What follows belongs to an exercise in optimizing a design on an open flow for small area; a production flow would make more cautious choices.
The RTL was checked by simulation tests, not by an equivalence proof against the original design.
Power figures rest on the tool's default switching activity, not on a simulated workload.

==> flow/design.v (excerpt) <==
module top_module(
    input               clk,
    input               reset,
    input               btnR,
    input               btnL,
    input               btnU,
    input               btnD,
    input               sw,
    output      [6:0]   SSG_D,
    output      [2:0]   SSG_EN
);
parameter   TIMEOUT_COUNT   = 200;
parameter   TIMER_COUNT     = 10;
wire sR, sL, sU, sD;
code_detection #(
   .TIMEOUT_COUNT  (TIMEOUT_COUNT)
) uut (
    .clk        (clk),
    .reset      (reset),
    .sR         (sR),
    .sL         (sL),
    .sU         (sU),
    .sD         (sD),
    .sw         (sw),
    .SSG_D      (SSG_D),
    .SSG_EN     (SSG_EN)
);
debouncer #(.TIMER_COUNT(TIMER_COUNT)) uut1 (.clk(clk), .reset(reset), .btnI(btnR), .stroke(sR));
debouncer #(.TIMER_COUNT(TIMER_COUNT)) uut2 (.clk(clk), .reset(reset), .btnI(btnL), .stroke(sL));
debouncer #(.TIMER_COUNT(TIMER_COUNT)) uut3 (.clk(clk), .reset(reset), .btnI(btnU), .stroke(sU));
debouncer #(.TIMER_COUNT(TIMER_COUNT)) uut4 (.clk(clk), .reset(reset), .btnI(btnD), .stroke(sD));
endmodule
Size: roughly 160 cells after synthesis, ~35 flip-flops, about 1500 um2 of cells after synthesis.
==> module code_detection, before the edit <==
module code_detection(
    input               clk,
    input               reset,
    input               sR,
    input               sL,
    input               sU,
    input               sD,
    input               sw,
    output      [6:0]   SSG_D,
    output      [2:0]   SSG_EN
    );
    parameter TIMEOUT_COUNT = 200;    
    localparam [1:0] ENTER = 2'd0;
    localparam [1:0] ERR   = 2'd1;
    localparam [1:0] SUCC  = 2'd3;
    localparam [1:0] FAIL  = 2'd2;
    reg [1:0] mode;
    reg [1:0] cnt10;         
    reg       cnt2;          
    wire [2:0] cnt = {cnt2, cnt10};
    reg [1:0] att;
    reg [7:0] timer;
    wire pressed = sR | sL | sU | sD;
    wire multi   = (sR & (sL | sU | sD)) | (sL & (sU | sD)) | (sU & sD);
    wire [1:0] step = cnt[1:0];
    wire locked  = (mode == SUCC) || (mode == FAIL);
    wire idle    = (mode == ENTER) && (step == 2'd0);
    reg  key;
    always @(*) begin
        case (step)
            2'd0:    key = sw ? sD : sU;
            2'd1,
            2'd2:    key = sw ? sR : sL;
            default: key = sw ? sL : sR;
        endcase
    end
    wire good    = key & ~multi;
    wire [2:0] ncnt = cnt + {2'd0, pressed};
    wire hit4    = (mode == ERR) && (ncnt == 3'd4);
    wire timeout = !idle && !timer[1] && !timer[2] && !timer[3] &&
                   timer[5] && timer[6] && !timer[7];
    reg [1:0] nmode;
    always @(*) begin
        nmode = mode;
        if (timeout)
            nmode = FAIL;
        else case (mode)
            ENTER: if (pressed) begin
                       if (!good)
                           nmode = ERR;
                       else if (step == 2'd3)
                           nmode = SUCC;
                   end
            ERR:   if (hit4) nmode = att[1] ? FAIL : ENTER;
            default: ;
        endcase
    end
    always @(posedge clk) begin
        if (idle || mode == SUCC)
            timer <= 8'd0;
        else
            timer <= {~timer[6:0], timer[7] ^ (timer[3] & ~timer[0])};
    end
    always @(posedge clk)
        cnt2 <= !(idle && !pressed) && ncnt[2];
    always @(posedge clk or posedge reset) begin
        if (reset) begin
            mode     <= ENTER;
            cnt10    <= 2'd0;
            att      <= 2'd0;
        end else begin
            mode     <= nmode;
            cnt10    <= (idle && !pressed) ? 2'd0 : ncnt[1:0];
            if (nmode == SUCC || nmode == FAIL)
                att <= {mode == FAIL || hit4, mode == SUCC};
            else if (hit4)
                att <= {att[0], 1'b1};
        end
    end
    wire disp9 = locked & att[0];
    wire dispE = (locked & att[1]) | (idle & att[0]);
    assign SSG_D  = {~(disp9 | dispE), 1'b0, disp9, 1'b0, dispE, dispE, 1'b0};
    assign SSG_EN = 3'b111;
endmodule
clock: 6.0 ns
lec_check: 0
abc_area: 1
cap_margin: 20
core_margin: 2
core_utilization: 40
slew_margin: 20
standard.sh (not shown) runs the stock make flow with config.mk's settings and CLKGATE_MAP_FILE= SYNTH_SCRIPT=/design/flow/synth_recipe.tcl, a recipe that flattens the netlist after the stock synthesis.
==> flow/flow/run.sh <==
#!/bin/bash
# Layout flow: the standard ORFS flow (standard.sh) with these changes:
#  - ABC maps with an area-recovering script (flow/abc_area.script) and
#    Yosys does not pre-extract adders (ABC maps the logic itself);
#  - ports are buffered with the smallest buffer, sky130_fd_sc_hd__buf_1;
#  - CTS uses clkbuf_4 and no dummy clock loads;
#  - tie cells are not duplicated per port (one TIEHI and one TIELO cell).
# Each tool's output stays in orfs/logs; make's output goes to standard.log.
set -euo pipefail
HERE=$(pwd)
rm -rf "$HERE/orfs_scripts"
cp -r "$FLOW_HOME/scripts" "$HERE/orfs_scripts"
cp "$HERE/flow/abc_area.script" "$HERE/orfs_scripts/abc_area.script"
export SCRIPTS_DIR="$HERE/orfs_scripts"
export ADDER_MAP_FILE=
export BUFFER_PORTS_ARGS="-buffer_cell sky130_fd_sc_hd__buf_1"
export SKIP_REPAIR_TIE_FANOUT=1
export CTS_ARGS="-root_buf sky130_fd_sc_hd__clkbuf_4 -buf_list sky130_fd_sc_hd__clkbuf_4 -sink_clustering_enable -sink_clustering_size 50 -sink_clustering_max_diameter 500 -repair_clock_nets -dont_use_dummy_load"
bash standard.sh > standard.log 2>&1
==> flow/flow/abc_area.script <==
strash
dc2
&get -n
&dch
&nf -R 1000
&put
Then changed:
--- a/flow/design.v
+++ b/flow/design.v
@@ -66,24 +66,19 @@
     reg       cnt2;          
     wire [2:0] cnt = {cnt2, cnt10};
     reg [1:0] att;
     reg [7:0] timer;
     wire pressed = sR | sL | sU | sD;
-    wire multi   = (sR & (sL | sU | sD)) | (sL & (sU | sD)) | (sU & sD);
     wire [1:0] step = cnt[1:0];
     wire locked  = (mode == SUCC) || (mode == FAIL);
     wire idle    = (mode == ENTER) && (step == 2'd0);
-    reg  key;
-    always @(*) begin
-        case (step)
-            2'd0:    key = sw ? sD : sU;
-            2'd1,
-            2'd2:    key = sw ? sR : sL;
-            default: key = sw ? sL : sR;
-        endcase
-    end
-    wire good    = key & ~multi;
+    wire s0 = (step == 2'd0), s3 = (step == 2'd3), s12 = !s0 && !s3;
+    wire eU = s0 & ~sw, eD = s0 & sw;
+    wire eL = (s12 & ~sw) | (s3 & sw);
+    wire eR = (s12 & sw) | (s3 & ~sw);
+    wire wrong   = (sR & ~eR) | (sL & ~eL) | (sU & ~eU) | (sD & ~eD);
+    wire good    = ~wrong;
     wire [2:0] ncnt = cnt + {2'd0, pressed};
     wire hit4    = (mode == ERR) && (ncnt == 3'd4);
     wire timeout = !idle && !timer[1] && !timer[2] && !timer[3] &&
                    timer[5] && timer[6] && !timer[7];
     reg [1:0] nmode;
- The new run ran to the end with no violations
- clock power hardly moves
- clock skew decreases by 0.020 ns
- total power grows by 26%
- global-route usage went down by 0.20 points
- worst setup slack loses 0.38 ns
- maximum frequency fell by 12%
- area after synthesis decreases by 0.57%
- final area came out lower by 0.55%
- die area came out lower by 0.53%
- via count shrinks by 6.2%
- worst hold slack hardly moves

port drivers added, routing unchanged:
How much do the figures lean on ideal ports? The routed layouts below were timed once more, with nothing changed but the port constraints.
Step 1, drivers: a clkbuf_16 drives clk and a buf_2 each remaining input, both assumed.
Step 2 times the ports against the registers' clock, not the clock port: input delays grow and output delays shrink by t, the midpoint of the rising clock arrivals with the driver on.
a / b / c = ideal / step 1 / step 2; a / b = the first two.
run	t (ns)	setup slack, ns	clock arrival spread, ns
the first run	0.341	3.323 / 3.301 / 3.246	0.029 / 0.029
the second run	0.342	2.946 / 2.925 / 2.996	0.008 / 0.008
After both steps setup and hold are still met in every run listed. For the first run, which loses most, drivers alone change the setup slack by -0.022 ns; drivers and shift together by -0.077 ns.
